Context: an optimization exercise on an open-source flow, tuned for small area and a short achievable clock period. The choices shown serve that exercise and are no tape-out recipe.
RTL that was checked went through simulation tests only; none was proved equivalent to the original.
No activity file was given, so power comes from the tool's default toggle rates.

## red
==> flow/design.v (excerpt) <==
module ABC2 (
    OUT,
    CLOCK_50,
    RESET_N
);
input CLOCK_50;
input RESET_N;
output [31:0] OUT;
reg [31:0] L0, L1, L2, L3;
reg [31:0] XA, XB, BF;
reg [28:1] PA;    
reg [15:0] RA;    
reg [31:0] TB;    
reg [15:1] PL;    
reg [31:0] OUT;
wire pa1;
wire pa2;
wire pa3;
wire pa4;
wire pa5;
wire pa6;
wire pa7;
wire pa8;
wire pa9;
wire pa10;
wire pa11;
wire pa12;
wire pa13;
wire pa14;
wire pa15;
wire pa16;
wire pa17;
wire pa18;
wire pa19;
wire pa20;
wire pa21;
wire pa22;
wire pa23;
wire pa24;
wire pa25;
wire pa26;
wire pa27;
wire pa28;
wire pa29;
wire pa30;
wire pa31;
wire pa32;
wire pa33;
wire pa34;
wire pa35;
wire pa36;
wire pa37;
wire pa38;
wire pa39;
wire pa40;
wire pa41;
wire pa42;
wire pa43;
wire pa44;
wire pa45;
wire pa46;
wire pa47;
wire pa48;
wire pa49;
wire pa50;
wire pa51;
wire pa52;
wire pa53;
wire pa54;
wire pa55;
wire pa56;
wire pa57;
wire pa58;
wire pa59;
wire pa60;
wire pa61;
wire pa62;
wire pa63;
wire pa64;
wire pa65;
wire pa66;
wire pa67;
wire pa68;
wire pa69;
wire pa70;
wire pa71;
wire pa72;
wire pa73;
wire pa74;
wire pa75;
wire pa76;
wire pa77;
wire pa78;
wire pa79;
wire pa80;
wire pa81;
wire pa82;
wire pa83;
wire pa84;
wire pa85;
wire pa86;
  ...
Size in the first run: ~2900 cells after synthesis, about 350 flip-flops, about 34 I/O pins, ~30000 um2 of cells after synthesis.
Settings: LEC_CHECK=0, CAP_MARGIN=20, CORE_MARGIN=2, CORE_UTILIZATION=40, PLACE_DENSITY=0.6, SLEW_MARGIN=20; clock period 18.0 ns.
run.sh (not shown) runs the stock make flow with config.mk's settings and CLKGATE_MAP_FILE= SYNTH_SCRIPT=/design/flow/synth_recipe.tcl, a recipe that flattens the netlist after the stock synthesis.
Input-level comparison between blue and red:
Settings: putting ABC_CLOCK_PERIOD_IN_PS at 4500 where nothing was set.
==> results.txt <==
- blue finished end to end and its layout was clean on timing, DRC and antenna.
- Total leakage power: red vs blue identical
- Summary of blue over red: setup slack did not really move, post-route standard cell area excluding fillers has remained practically unchanged.
No functional check of the RTL was part of any run of this note.

========
Setup of run A:
ABC2, a different RTL version from the one above (not shown whole).
Size: roughly 2,400 cells after synthesis.
Design ABC2, start of the top module:
module ABC2 (
    OUT,
    CLOCK_50,
    RESET_N
);
input CLOCK_50;
input RESET_N;
output [31:0] OUT;
reg [31:0] L0, L1, L2, L3;
reg [31:0] XA, XB, BF;
reg [28:1] PA;    
reg [15:0] RA;    
reg [31:0] TB;    
reg [15:1] PL;    
reg [31:0] OUT;
wire pa1;
wire pa2;
wire pa3;
wire pa4;
wire pa5;
wire pa6;
wire pa7;
wire pa8;
wire pa9;
wire pa10;
wire pa11;
wire pa12;
wire pa13;
wire pa14;
wire pa15;
wire pa16;
wire pa17;
wire pa18;
wire pa19;
wire pa20;
wire pa21;
wire pa22;
wire pa23;
wire pa24;
wire pa25;
wire pa26;
wire pa27;
wire pa28;
wire pa29;
wire pa30;
wire pa31;
wire pa32;
wire pa33;
wire pa34;
wire pa35;
wire pa36;
wire pa37;
wire pa38;
wire pa39;
wire pa40;
wire pa41;
wire pa42;
wire pa43;
wire pa44;
wire pa45;
wire pa46;
wire pa47;
wire pa48;
wire pa49;
wire pa50;
wire pa51;
wire pa52;
wire pa53;
wire pa54;
wire pa55;
wire pa56;
wire pa57;
wire pa58;
wire pa59;
wire pa60;
wire pa61;
wire pa62;
wire pa63;
wire pa64;
wire pa65;
wire pa66;
wire pa67;
wire pa68;
wire pa69;
wire pa70;
wire pa71;
wire pa72;
wire pa73;
wire pa74;
wire pa75;
wire pa76;
wire pa77;
wire pa78;
wire pa79;
wire pa80;
wire pa81;
wire pa82;
wire pa83;
wire pa84;
wire pa85;
wire pa86;
wire pa87;
wire pa88;
wire pa89;
wire pa90;
wire pa91;
wire pa92;
wire pa93;
wire pa94;
wire pa95;
wire pa96;
wire pa97;
wire pa98;
wire pa99;
wire pa100;
wire pa101;
wire pa102;
  ...
==> flow/config.mk <==
export PLATFORM = sky130hd
export DESIGN_NAME = ABC2
export DESIGN_NICKNAME = ABC2
export VERILOG_FILES = /design/flow/design.v
export SDC_FILE = /design/flow/constraint.sdc
export NUM_CORES = 4
export LEC_CHECK = 0
export CAP_MARGIN = 20
export CORE_MARGIN = 2
export CORE_UTILIZATION = 40
export PLACE_DENSITY = 0.6
export SLEW_MARGIN = 20
export SYNTH_HIERARCHICAL = 1
==> flow/constraint.sdc <==
create_clock -name core_clock -period 18.0 [get_ports {CLOCK_50}]
set_input_delay 3.6000 -clock core_clock [delete_from_list [all_inputs] [get_ports {CLOCK_50}]]
set_output_delay 3.6000 -clock core_clock [all_outputs]
set_load 0.01 [all_outputs]
standard.sh (not shown) runs the stock make flow with config.mk's settings and CLKGATE_MAP_FILE= SYNTH_SCRIPT=/design/flow/synth_recipe.tcl, a recipe that flattens the netlist after the stock synthesis.
==> flow/flow/run.sh <==
#!/bin/bash
# Standard ORFS layout (the standard.sh, unchanged synthesis), asking the
# resizer's repair_timing for a larger setup margin at the same clock and SDC.
set -euo pipefail
bash standard.sh SETUP_SLACK_MARGIN=13.2 finish > flow_make.log 2>&1
## Diff of input files: run B against run A
--- a/flow/config.mk
+++ b/flow/config.mk
@@ -10,2 +10,2 @@
-export CORE_UTILIZATION = 40
-export PLACE_DENSITY = 0.6
+export CORE_UTILIZATION = 65
+export PLACE_DENSITY = 0.8
==> comparison <==
- There was hardly any difference in combinational share of power between run B and run A.
- On clock-buffer cell count, the higher figure sits with run A, not run B.
- Taking run A as the reference, in run B routed wire length higher; total via count in the routed design higher; number of standard cells in the layout, taps in and fillers out lower.
Modified inputs, run C compared to run B
==> flow/run.sh (new file) <==
#!/bin/bash
# synth_recipe.tcl (not shown) runs the flow's synth.tcl, then flattens the netlist and writes it again
# the make line also repeats each setting of config.mk as NAME=value (left out here)
make -C /OpenROAD-flow-scripts/flow DESIGN_CONFIG=/design/flow/config.mk WORK_HOME=/design/flow/orfs CLKGATE_MAP_FILE= SYNTH_SCRIPT=/design/flow/synth_recipe.tcl finish
--- a/flow/config.mk
+++ b/flow/config.mk
@@ -10,2 +10,2 @@
-export CORE_UTILIZATION = 65
-export PLACE_DENSITY = 0.8
+export CORE_UTILIZATION = 40
+export PLACE_DENSITY = 0.6
removed: flow/flow/run.sh
removed: flow/standard.sh
## What came out
When run C is measured against run B, its clock tree buffer count of the final layout turns out 7 higher. Per the comparison of run C with run B, total power increased by 32 uW relative to the old numbers, static power due to leakage decreased 0.00043 uW.

port drivers added, routing unchanged:
The flow's constraints put no driver on any port. The routed layouts listed below were extracted and timed again, unchanged, in two steps. Step 1 assumes that a clkbuf_16 drives the clock port and a buf_2 every other input. Step 2 adds t to the input delays and takes it off the output delays; t is the mean of the earliest and latest rising clock arrival at the registers after step 1. Input paths then give back, and output paths get back, about the clock's delay inside the block. Three values: ideal, step 1, step 2; two values: the first two.
run	t (ns)	setup slack, ns	hold WS [ns]
red	0.610	12.370 / 12.370 / 12.212	0.327 / 0.327 / 0.327
blue	0.610	12.370 / 12.370 / 12.212	0.327 / 0.327 / 0.327
run A	0.615	13.164 / 13.164 / 12.954	0.317 / 0.317 / 0.317
run B	0.585	13.175 / 13.168 / 13.095	0.323 / 0.323 / 0.323
run C	0.601	11.811 / 11.811 / 11.811	0.327 / 0.327 / 0.327
After both steps setup and hold are still met in every run listed. For run A, which loses most, drivers alone change the setup slack by 0.000 ns; drivers and shift together by -0.210 ns. The worst setup slack also covers recovery checks on asynchronous resets.
